This is an optimization exercise on Yosys and OpenROAD, whose aim is small area and a short achievable clock period, not a production implementation.
Only simulation tests tie the RTL to the original design; equivalence was not proved.
Power and IR drop assume default switching activity.

==> flow/design.v, too long to show whole: its modules and the start of the top module <==
// module fir_filter: 1652 lines
module fir_filter (
    input  logic        clk,
    input  logic        reset,
    input  logic [15:0] data_in,
    output logic [15:0] data_out
);
  // ...
==> flow/flow/run.sh <==
#!/bin/bash
# Own layout flow: the standard ORFS flow (standard.sh), with two changes:
#  - synthesis skips the fine-grained 'abc -fast' pre-mapping (see below), and after it
#    has written the netlist, flow/fixinv.py removes the inverters Yosys leaves around full adders
#    (a full adder is self-dual, so complementing all its pins keeps its function);
#    registers are not touched;
#  - extra ORFS settings exported from flow/env.sh (port buffer cell etc.).
# Each tool's output goes to a log file in this folder (ORFS keeps its own per-step
# logs under orfs/logs).
set -euo pipefail
HERE=$(pwd)
# The standard flow's synthesis script, with Yosys's fine-grained 'abc -fast' pre-mapping skipped
# (-noabc), so the explicit full adders of the RTL reach extract_fa as written; the
# final ABC mapping of synth.tcl still runs. Registers are mapped exactly as before.
sed '1s/yosys synth -nofsm -noshare/yosys synth -nofsm -noshare -noabc/' synth_recipe.tcl > my_synth.tcl
grep -q -- '-noabc' my_synth.tcl
cat >> my_synth.tcl <<EOS
exec python3 $HERE/flow/fixinv.py \$::env(RESULTS_DIR)/1_2_yosys.v \$::env(RESULTS_DIR)/1_2_yosys.v 2> $HERE/fixinv.log
EOS
sed "s#SYNTH_SCRIPT=[^ ]*#SYNTH_SCRIPT=$HERE/my_synth.tcl#" standard.sh > my_standard.sh
if [[ -f flow/env.sh ]]; then source flow/env.sh; fi
bash my_standard.sh > flow_make.log 2>&1
==> flow/flow/env.sh <==
export BUFFER_PORTS_ARGS="-buffer_cell sky130_fd_sc_hd__buf_2"
==> flow/flow/fixinv.py <==
#!/usr/bin/env python3
"""Remove inverters around full adders in a flat gate-level netlist written by Yosys.
A full adder is self-dual: FA(~a,~b,~c) = (~sum, ~cout). Each full adder may be
'flipped' (its inputs and outputs complemented); flips are chosen greedily to
minimise the number of inverters, which are then rebuilt (one per net that needs
its complement)."""
import re, sys

INV = re.compile(r'sky130_fd_sc_hd__(inv|clkinv)_\d+$')
FA = re.compile(r'sky130_fd_sc_hd__fa_\d+$')
OUTPINS = {'Y', 'X', 'Q', 'Q_N', 'SUM', 'COUT', 'HI', 'LO'}

def esc(n):
    return n + ' ' if n.startswith('\\') else n

def main(src, dst):
    text = open(src).read()
    m = re.search(r'^\s*module\s', text, re.M)
    # split into statements inside the (single) module
    head_end = text.index(';', m.start()) + 1
    body_end = text.rindex('endmodule')
    head, body, tail = text[:head_end], text[head_end:body_end], text[body_end:]
    stmts = []
    i = 0
    # statements end with ';' ; escaped identifiers may contain anything but whitespace
    tok = re.compile(r'\\\S+\s|[^;\\]+|;|\\')
    cur = ''
    for t in tok.findall(body):
        cur += t
        if t == ';':
            stmts.append(cur); cur = ''
    rest = cur
    inst_re = re.compile(r'^\s*(\S+)\s+(\\\S+\s|\S+)\s*\((.*)\)\s*;\s*$', re.S)
    pin_re = re.compile(r'\.(\w+)\s*\(\s*(\\\S+\s|[^()\s]+(?:\s*\[\s*\d+\s*\])?)\s*\)')
    cells = []
    others = []
    for s in stmts:
        st = s.strip()
        mm = inst_re.match(st)
        if mm and not st.startswith(('wire', 'input', 'output', 'assign', 'reg')):
            typ, name, pins = mm.group(1), mm.group(2).strip(), mm.group(3)
            pl = [(p, n.strip()) for p, n in pin_re.findall(pins)]
            cells.append([typ, name, pl])
        else:
            others.append(s)
    norm = lambda n: re.sub(r'\s+', '', n) if not n.startswith('\\') else n
    # drivers
    drv = {}
    for ci, (typ, name, pl) in enumerate(cells):
        for p, n in pl:
            if p in OUTPINS: drv[norm(n)] = (ci, p)
    inv_cells = [ci for ci, c in enumerate(cells) if INV.match(c[0])]
    inv_set = set(inv_cells)
    # base + parity for every net
    memo = {}
    def base(n):
        n = norm(n)
        if n in memo: return memo[n]
        d = drv.get(n)
        if d and d[0] in inv_set:
            a = dict(cells[d[0]][2])['A']
            b, q = base(a)
            r = (b, q ^ 1)
        else:
            r = (n, 0)
        memo[n] = r
        return r
    fa_cells = [ci for ci, c in enumerate(cells) if FA.match(c[0])]
    fa_idx = {ci: k for k, ci in enumerate(fa_cells)}
    flip = [0] * len(fa_cells)
    # consumers of each base: list of (ci, pin, parity)
    cons = {}
    ports_out = set()
    for s in others:
        mo = re.match(r'\s*output\s+(?:\[(\d+):(\d+)\]\s*)?(\S+)\s*;', s)
        if mo:
            nm = mo.group(3)
            if mo.group(1):
                for k in range(int(mo.group(2)), int(mo.group(1)) + 1): ports_out.add(f"{nm}[{k}]")
            else: ports_out.add(nm)
    for ci, (typ, name, pl) in enumerate(cells):
        if ci in inv_set: continue
        for p, n in pl:
            if p in OUTPINS: continue
            b, q = base(n)
            cons.setdefault(b, []).append((ci, p, q))
    assigns = [s for s in others if s.strip().startswith('assign')]
    for s in assigns:
        ma = re.match(r'\s*assign\s+(.*?)\s*=\s*(.*?)\s*;', s, re.S)
        b, q = base(ma.group(2))
        cons.setdefault(b, []).append((-1, ma.group(1), q))
    for po in ports_out:
        n = norm(po)
        if n in drv and drv[n][0] in inv_set:
            sys.exit("output port driven by an inverter; not handled")
    # nets driven by inverters that feed output ports directly are not handled (checked above)
    def src_flip(b):
        d = drv.get(b)
        if d and d[0] in fa_idx: return flip[fa_idx[d[0]]]
        return 0
    def is_const(b):
        return b in ("1'h0", "1'h1", "1'b0", "1'b1")
    def net_cost(b):
        if is_const(b): return 0
        fs = src_flip(b)
        for ci, p, q in cons.get(b, []):
            fc = flip[fa_idx[ci]] if ci in fa_idx else 0
            if q ^ fc ^ fs: return 1
        return 0
    # nets touched by each FA
    fa_nets = {}
    for ci in fa_cells:
        ns = set()
        for p, n in cells[ci][2]:
            ns.add(base(n)[0])
        fa_nets[ci] = ns
    def total():
        return sum(net_cost(b) for b in cons)
    before = sum(1 for b in cons if any(q for _, _, q in cons[b]) and not is_const(b))
    improved = True
    it = 0
    while improved and it < 50:
        improved = False; it += 1
        for ci in fa_cells:
            k = fa_idx[ci]
            c0 = sum(net_cost(b) for b in fa_nets[ci])
            flip[k] ^= 1
            c1 = sum(net_cost(b) for b in fa_nets[ci])
            if c1 < c0: improved = True
            else: flip[k] ^= 1
    after = total()
    # rebuild
    newinv = {}
    ninv = 0
    def inv_of(b):
        nonlocal ninv
        if b not in newinv:
            ninv += 1
            newinv[b] = f"_fixinv_{ninv}_"
        return newinv[b]
    out_cells = []
    for ci, (typ, name, pl) in enumerate(cells):
        if ci in inv_set: continue
        fc = flip[fa_idx[ci]] if ci in fa_idx else 0
        npl = []
        for p, n in pl:
            if p in OUTPINS:
                npl.append((p, n)); continue
            b, q = base(n)
            need = q ^ fc ^ src_flip(b)
            if is_const(b):
                v = b[-1] == '1'
                val = v ^ (q ^ fc)
                npl.append((p, "1'h1" if val else "1'h0"))
            elif need:
                npl.append((p, inv_of(b)))
            else:
                npl.append((p, b))
        out_cells.append((typ, name, npl))
    new_assigns = []
    for s in assigns:
        ma = re.match(r'\s*assign\s+(.*?)\s*=\s*(.*?)\s*;', s, re.S)
        b, q = base(ma.group(2))
        need = q ^ src_flip(b)
        if is_const(b):
            v = (b[-1] == '1') ^ q
            new_assigns.append(f"  assign {ma.group(1)} = {'1' if v else '0'}'h{'1' if v else '0'};\n")
        else:
            new_assigns.append(f"  assign {ma.group(1)} = {inv_of(b) if need else esc(b)};\n")
    lines = [head]
    for s in others:
        if s.strip().startswith('assign'): continue
        lines.append(s)
    for b, w in newinv.items():
        lines.append(f"\n  wire {w};")
    k = 0
    for b, w in newinv.items():
        k += 1
        lines.append(f"\n  sky130_fd_sc_hd__inv_1 _fixinv_cell_{k}_ ( .A({esc(b)}), .Y({w}) );")
    for typ, name, pl in out_cells:
        lines.append(f"\n  {typ} {name} ( " + ", ".join(f".{p}({n if not n.startswith(chr(92)) else n + ' '})" for p, n in pl) + " );")
    lines.append("\n" + "".join(new_assigns))
    lines.append(rest)
    lines.append(tail)
    open(dst, 'w').write("".join(lines))
    sys.stderr.write(f"fixinv: {len(inv_cells)} inverters before, {len(newinv)} after, {sum(flip)} of {len(fa_cells)} full adders flipped\n")

main(sys.argv[1], sys.argv[2])
==> flow/standard.sh <==
#!/bin/bash
# synth_recipe.tcl (not shown) runs the flow's synth.tcl, then flattens the netlist and writes it again
# the make line also repeats each setting of config.mk as NAME=value (left out here)
make -C /OpenROAD-flow-scripts/flow DESIGN_CONFIG=/design/flow/config.mk WORK_HOME=/design/flow/orfs CLKGATE_MAP_FILE= SYNTH_SCRIPT=/design/flow/synth_recipe.tcl "${@:-finish}"
==> flow/config.mk <==
export PLATFORM = sky130hd
export DESIGN_NAME = fir_filter
export DESIGN_NICKNAME = fir_filter
export VERILOG_FILES = /design/flow/design.v
export SDC_FILE = /design/flow/constraint.sdc
export NUM_CORES = 4
export LEC_CHECK = 0
export CAP_MARGIN = 20
export CORE_MARGIN = 2
export CORE_UTILIZATION = 60
export CTS_CLUSTER_DIAMETER = 120
export CTS_CLUSTER_SIZE = 30
export PLACE_DENSITY = 0.7
export SETUP_SLACK_MARGIN = 4.3
export SLEW_MARGIN = 20
==> flow/constraint.sdc <==
create_clock -name core_clock -period 7.0 [get_ports {clk}]
set_input_delay 1.4000 -clock core_clock [delete_from_list [all_inputs] [get_ports {clk}]]
set_output_delay 1.4000 -clock core_clock [all_outputs]
set_load 0.01 [all_outputs]
==> flow_summary.json, run 1 <==
{
  "top_registers": "x (144), s0 (113), s1 (45)",
  "fin_crit_sh_pct": 39.1,
  "nNetsFinal": 1945,
  "fin_skew_ns": 0.0150,
  "largest_net_degree_at_the_start_of_global_routing": 64,
  "postLayoutCellArea_mm2": 0.0226,
  "via_count_of_the_first_global_routing_pass": 11300,
  "n_clock_buffer": 28,
  "holdCritPathClass": "register to register",
  "dieHeight_um": 191,
  "family_of_cells_with_the_greatest_summed_delay_on_the_critical_path": "compound AO/OA/AOI/OAI gates",
  "postCtsResizedCells": 66,
  "startpoint_of_the_worst_slack_reg_to_reg_timing_path": "x[2][0]$_DFF_PP0_",
  "registers.top_by_ff_count": "x",
  "routed_wirelength_um": 42300,
  "io_pins": 34,
  "clock.fmax_mhz": 365,
  "pg_seq_mw": 3.88,
  "rsz_0062_raised_after_global_routing": "true",
  "crit_slowest_cell": "dfrtp_1",
  "area_growth_syn_to_layout_pct": 8.19,
  "placement.io_buffers": 33,
  "place_congestion": 0.972,
  "placed_area_mm2": 0.0217,
  "cts_hold_buf": 0,
  "comb.multi_input.count": 797,
  "cp-endpoint": "p3[16]$_DFF_P_",
  "most_frequent_standard_cell_in_the_layout_excluding_fill_and_tap_cells": "fa_1",
  "hold_viol_final": 0,
  "power.static_leakage_nw": 9.82,
  "critical_path.n_buffers_inverters": 0,
  "status": "timing/DRC/antenna clean",
  "drt_drc_violations_left": 0,
  "area_share_nonclk_buffers_pct": 1.81,
  "die-width_um": 191,
  "top_layer": "met4",
  "postLayoutCoreUtil_pct": 65.6,
  "cts_post_setup_buffers_inserted": 13,
  "htree_levels": 1,
  "core-area_mm2": 0.0345,
  "endpoint_kind": "register",
  "max-vdd-ir-drop_uv": 266,
  "non_clock_buffer_count": 64
}
==> run 2: changes to the inputs <==
--- a/flow/design.v
+++ b/flow/design.v
@@ -3,18 +3,17 @@
     input  logic        reset,
     input  logic [15:0] data_in,
     output logic [15:0] data_out
 );
 logic [15:0] x[8:0];
 logic [16:0] p1, p2, p3, p4;
 logic [8:0] p0lo;
 logic [7:0] x9h;
-wire [8:0] p0hi;
-wire [16:0] p0 = {p0hi, p0lo[7:0]};
+wire [7:0] p0 = p0lo[7:0];
 logic [112:0] s0;
 logic [44:0] s1;
 wire pa1_g0_0 = x[0][0] & x[7][0];
 wire pa1_p0 = x[0][0] ^ x[7][0];
 wire pa1_g1_0 = x[0][1] & x[7][1];
 wire pa1_p1 = x[0][1] ^ x[7][1];
 wire pa1_g2_0 = x[0][2] & x[7][2];
 wire pa1_p2 = x[0][2] ^ x[7][2];
@@ -503,69 +502,16 @@
 wire pa0_s1 = pa0_p1 ^ pa0_g0_0;
 wire pa0_s2 = pa0_p2 ^ pa0_G1;
 wire pa0_s3 = pa0_p3 ^ pa0_G5;
 wire pa0_s4 = pa0_p4 ^ pa0_G6;
 wire pa0_s5 = pa0_p5 ^ pa0_G9;
 wire pa0_s6 = pa0_p6 ^ pa0_G10;
 wire pa0_s7 = pa0_p7 ^ pa0_G11;
 wire [8:0] p0lo_d = {pa0_G12, pa0_s7, pa0_s6, pa0_s5, pa0_s4, pa0_s3, pa0_s2, pa0_s1, pa0_p0};
-wire pb0_g0_0 = x[0][8] & x9h[0];
-wire pb0_p0 = x[0][8] ^ x9h[0];
-wire pb0_g1_0 = x[0][9] & x9h[1];
-wire pb0_p1 = x[0][9] ^ x9h[1];
-wire pb0_g2_0 = x[0][10] & x9h[2];
-wire pb0_p2 = x[0][10] ^ x9h[2];
-wire pb0_g3_0 = x[0][11] & x9h[3];
-wire pb0_p3 = x[0][11] ^ x9h[3];
-wire pb0_g4_0 = x[0][12] & x9h[4];
-wire pb0_p4 = x[0][12] ^ x9h[4];
-wire pb0_g5_0 = x[0][13] & x9h[5];
-wire pb0_p5 = x[0][13] ^ x9h[5];
-wire pb0_g6_0 = x[0][14] & x9h[6];
-wire pb0_p6 = x[0][14] ^ x9h[6];
-wire pb0_g7_0 = x[0][15] & x9h[7];
-wire pb0_p7 = x[0][15] ^ x9h[7];
-wire pb0_g0_c = pb0_g0_0 | (pb0_p0 & p0lo[8]);
-wire pb0_G1 = pb0_g7_0 | (pb0_p7 & pb0_g6_0);
-wire pb0_P1 = pb0_p7 & pb0_p6;
-wire pb0_G2 = pb0_g6_0 | (pb0_p6 & pb0_g5_0);
-wire pb0_P2 = pb0_p6 & pb0_p5;
-wire pb0_G3 = pb0_g5_0 | (pb0_p5 & pb0_g4_0);
-wire pb0_P3 = pb0_p5 & pb0_p4;
-wire pb0_G4 = pb0_g4_0 | (pb0_p4 & pb0_g3_0);
-wire pb0_P4 = pb0_p4 & pb0_p3;
-wire pb0_G5 = pb0_g3_0 | (pb0_p3 & pb0_g2_0);
-wire pb0_P5 = pb0_p3 & pb0_p2;
-wire pb0_G6 = pb0_g2_0 | (pb0_p2 & pb0_g1_0);
-wire pb0_P6 = pb0_p2 & pb0_p1;
-wire pb0_G7 = pb0_g1_0 | (pb0_p1 & pb0_g0_c);
-wire pb0_G8 = pb0_G1 | (pb0_P1 & pb0_G3);
-wire pb0_P8 = pb0_P1 & pb0_P3;
-wire pb0_G9 = pb0_G2 | (pb0_P2 & pb0_G4);
-wire pb0_P9 = pb0_P2 & pb0_P4;
-wire pb0_G10 = pb0_G3 | (pb0_P3 & pb0_G5);
-wire pb0_P10 = pb0_P3 & pb0_P5;
-wire pb0_G11 = pb0_G4 | (pb0_P4 & pb0_G6);
-wire pb0_P11 = pb0_P4 & pb0_P6;
-wire pb0_G12 = pb0_G5 | (pb0_P5 & pb0_G7);
-wire pb0_G13 = pb0_G6 | (pb0_P6 & pb0_g0_c);
-wire pb0_G14 = pb0_G8 | (pb0_P8 & pb0_G12);
-wire pb0_G15 = pb0_G9 | (pb0_P9 & pb0_G13);
-wire pb0_G16 = pb0_G10 | (pb0_P10 & pb0_G7);
-wire pb0_G17 = pb0_G11 | (pb0_P11 & pb0_g0_c);
-wire pb0_s0 = pb0_p0 ^ p0lo[8];
-wire pb0_s1 = pb0_p1 ^ pb0_g0_c;
-wire pb0_s2 = pb0_p2 ^ pb0_G7;
-wire pb0_s3 = pb0_p3 ^ pb0_G13;
-wire pb0_s4 = pb0_p4 ^ pb0_G12;
-wire pb0_s5 = pb0_p5 ^ pb0_G17;
-wire pb0_s6 = pb0_p6 ^ pb0_G16;
-wire pb0_s7 = pb0_p7 ^ pb0_G15;
-assign p0hi = {pb0_G14, pb0_s7, pb0_s6, pb0_s5, pb0_s4, pb0_s3, pb0_s2, pb0_s1, pb0_s0};
 wire w1 = 1'b1 ^ p0[0] ^ p2[0];
 wire w2 = (1'b1 & p0[0]) | (1'b1 & p2[0]) | (p0[0] & p2[0]);
 wire w3 = p4[0] ^ ~p1[0] ^ w1;
 wire w4 = (p4[0] & ~p1[0]) | (p4[0] & w1) | (~p1[0] & w1);
 wire w5 = 1'b1 ^ p0[1] ^ p2[1];
 wire w6 = (1'b1 & p0[1]) | (1'b1 & p2[1]) | (p0[1] & p2[1]);
 wire w7 = p4[1] ^ ~p1[1] ^ ~p3[0];
 wire w8 = (p4[1] & ~p1[1]) | (p4[1] & ~p3[0]) | (~p1[1] & ~p3[0]);
==> flow_summary.json, run 2 <==
{
  "hold_viol_final": 0,
  "floorplan.initialDensity_pct": 61.0,
  "drt_drc_violations_left": 0,
  "timing.reg2reg.setup_slack_ns": 4.29,
  "clkLatencyLatePin_ns": 0.54,
  "startpoint_of_the_worst_slack_reg_to_reg_timing_path": "x[0][10]$_DFF_PP0_",
  "placement.io_buffers": 33,
  "syn_area_per_cell_um2": 16.0,
  "most_frequent_standard_cell_in_the_layout_excluding_fill_and_tap_cells": "fa_1",
  "cap_viol_max_count": 0,
  "grt.total_usage_pct": 26.4,
  "critical_path.reg2reg.endpoint": "s0[46]$_DFF_P_",
  "placed_area_mm2": 0.0218,
  "family_of_cells_with_the_greatest_summed_delay_on_the_critical_path": "adder cells",
  "total_switching_power_mw": 5.06,
  "cp_data_arrival_time_ns": 3.11,
  "cts_root_buffer": "clkbuf_16",
  "syn_area_mm2": 0.0211,
  "grt_first_pass_wirelength_um": 69500,
  "p_clk_share_pct": 9.7,
  "critical_path.cell_chain": "fa_1, fa_1, fa_1, fa_1",
  "place_congestion": 0.931,
  "average_wire_per_cell_in_the_routed_design_um": 23.9,
  "registers.top_by_ff_count": "x",
  "switching_fraction_pct": 41.5,
  "worst_pin_slew_ns": 0.888,
  "cpPeakStageDelay_ns": 0.58,
  "clock.fmax_mhz": 369,
  "fin_crit_sh_pct": 38.7,
  "clock_tree.buffer_depth": 3,
  "floorplan.rows": 68,
  "cts.sinks": 406,
  "finalMaxSlewViolations": 0,
  "dieHeight_um": 191,
  "die-area_mm2": 0.0366,
  "seqPwrFrac_pct": 32.1,
  "core-area_mm2": 0.0345,
  "critical_path.n_buffers_inverters": 0,
  "timing.hold.worst_endpoint": "x9h[0]$_DFF_P_",
  "hp-start": "x[8][8]$_DFF_PP0_",
  "final_antenna_net_count": 0,
  "setup_cp_type": "register to register",
  "detail_route.iter0.violations": 640,
  "slew_headroom_pct": 40.8,
  "timing.setup.tns_ns": 0,
  "number_of_antenna_repair_diodes": 0,
  "rsz_0062_raised_after_global_routing": "true",
  "tritonroute_pass_1_iters": 4,
  "drive_above_1_share_pct": 12.8,
  "fin_skew_ns": 0.0280,
  "area_growth_syn_to_layout_pct": 7.34,
  "yosys_warnings": 2,
  "grt_antenna_before_repair": 0,
  "postLayoutCoreUtil_pct": 65.5,
  "status": "timing/DRC/antenna clean",
  "via_count_of_the_first_global_routing_pass": 11600,
  "cts_hold_buf": 0,
  "nFillCells": 2516,
  "r2r.worst_path.cells": 4,
  "grt.overflow.total": 0,
  "endpoint_kind": "register",
  "largest_net_degree_at_the_start_of_global_routing": 164,
  "power_density_mw_per_mm2": 539,
  "io_pins": 34,
  "p_comb_share_pct": 58.2,
  "hold_depth": 0,
  "nNetsFinal": 1926,
  "synth_nets": 1871,
  "crit_top_cell": "fa_1",
  "p_int_mw": 7.13,
  "netlist_instances": 1319,
  "final_period_minus_worst_setup_slack_ns": 2.71,
  "crit_slowest_cell": "fa_1",
  "setup.worst_path.start_class": "register",
  "postLayoutCellArea_mm2": 0.0226,
  "totalPowerFinal_mw": 12.2,
  "die-width_um": 191,
  "drt-vias-per-instance": 5.53,
  "critPathMaxFanout": 6,
  "required_ns": 7.40,
  "finalSetupViolCount": 0,
  "dp_hpwl_um": 35000,
  "number_of_vias_in_the_routed_layout": 10200,
  "max-vdd-ir-drop_uv": 280,
  "holdCritPathClass": "register to register",
  "multi_input_area_mm2": 0.0119,
  "largest_reg_flops": 144,
  "cts_tree": "yes",
  "total_clock_buffers_created_by_cts": 17,
  "layout.cells.most_common_list": "fa_1 (409), dfxtp_1 (173), dfrtp_1 (155), ha_1 (113), inv_1 (102)",
  "top_registers": "x (144), s0 (113), s1 (45)",
  "routed_wirelength_um": 44000,
  "htree_levels": 1,
  "power.static_leakage_nw": 9.72,
  "clock_transition_time_at_the_flip_flop_clock_pins_of_the_worst_setup_and_hold_paths_ns": 0.12,
  "register_area_mm2": 0.00908
}
## run 2: worst max path at each step
stage                             from               endpoint  slack (ns)  cells after the start
finish              x[0][10]$_DFF_PP0_         s0[46]$_DFF_P_        4.29                      4
global route         x[0][8]$_DFF_PP0_         s0[46]$_DFF_P_        4.26                      4
CTS                     p3[12]$_DFF_P_         s0[82]$_DFF_P_        4.30                      4
detailed placement          data_in[0]        p0lo[8]$_DFF_P_        3.80                      9
global placement            data_in[0]        p0lo[7]$_DFF_P_        3.84                      9
floorplan                        reset  data_out[0]$_DFF_PP0_        3.53                      1
## run 2: area by class of cell
class                           instances  share of cell area (%)
Sequential cell                       406                    40.1
Inverter                              104                    1.74
Clock buffer                           26                    2.07
Multi-Input combinational cell        807                    52.5
Tap cell                              455                    2.52
Clock inverter                          3                   0.111
Timing Repair Buffer                   38                   0.951
## run 2: stage by stage
step / std cells / hold WS, ns / setup slack (ns)
after detailed placement: 1806 / 0.327 / 3.80
after global routing: 1839 / 0.359 / 4.26
after floorplan: 1319 / 0.310 / 3.53
final: 1839 / 0.345 / 4.29
after CTS: 1837 / 0.344 / 4.30
after global placement: 1806 / 0.315 / 3.84
## run 2: worst reg2reg max path: cells and delay by family (launching register included)
family                     cells  cell delay (ns)
adders and majority gates      4             2.04
DFF                            1             0.54
## run 2: layer usage
metal  global-route usage (%)  share of wire, %
met2                     39.6                44
met4                     6.54               2.7
met1                     39.5                45
met3                     6.39               8.5
met5                        0                 0
## run 2: power groups by stage
| stage | sequential [mW] | clock [mW] | combinational [mW] |
|---|---|---|---|
| finish | 3.91 | 1.18 | 7.09 |
| global placement | 3.93 | 0 | 6.61 |
| CTS | 3.92 | 1.22 | 7.04 |
| floorplan | 3.71 | 0 | 4.61 |
| global route | 4.00 | 1.30 | 8.08 |
| detailed placement | 3.95 | 0 | 6.94 |
## run 2: repair_timing
item | 4_1_cts | 5_1_grt
setup buffers | 2 | 2
resized for setup | 80 | 36
pin swaps | 1 | 9
endpoints found under the setup margin | 80 | 42

port drivers added, routing unchanged:
In the flow no input, the clock included, has a driving cell. The finished layouts below were timed again as built, in two steps. Step 1, drivers: a clkbuf_16 drives clk and a buf_2 each remaining input, both assumed. Step 2, shift: input delay + t, output delay - t, t = (earliest + latest rising clock arrival at the registers) / 2. This alone moves slack from input paths to output paths. Three values: ideal, step 1, step 2; two values: the first two.
run	t, ns	setup slack, ns	worst setup path at the end	worst register clock-pin slew, ns	cell pins on the clock port's net
run 1	0.572	4.263 / 4.263 / 3.829	input to register	0.11 / 0.11	1
run 2	0.580	4.291 / 4.291 / 3.813	input to register	0.12 / 0.12	1
After both steps setup and hold are still met in every run listed. For run 2, which loses most, drivers alone change the setup slack by 0.000 ns; drivers and shift together by -0.478 ns.
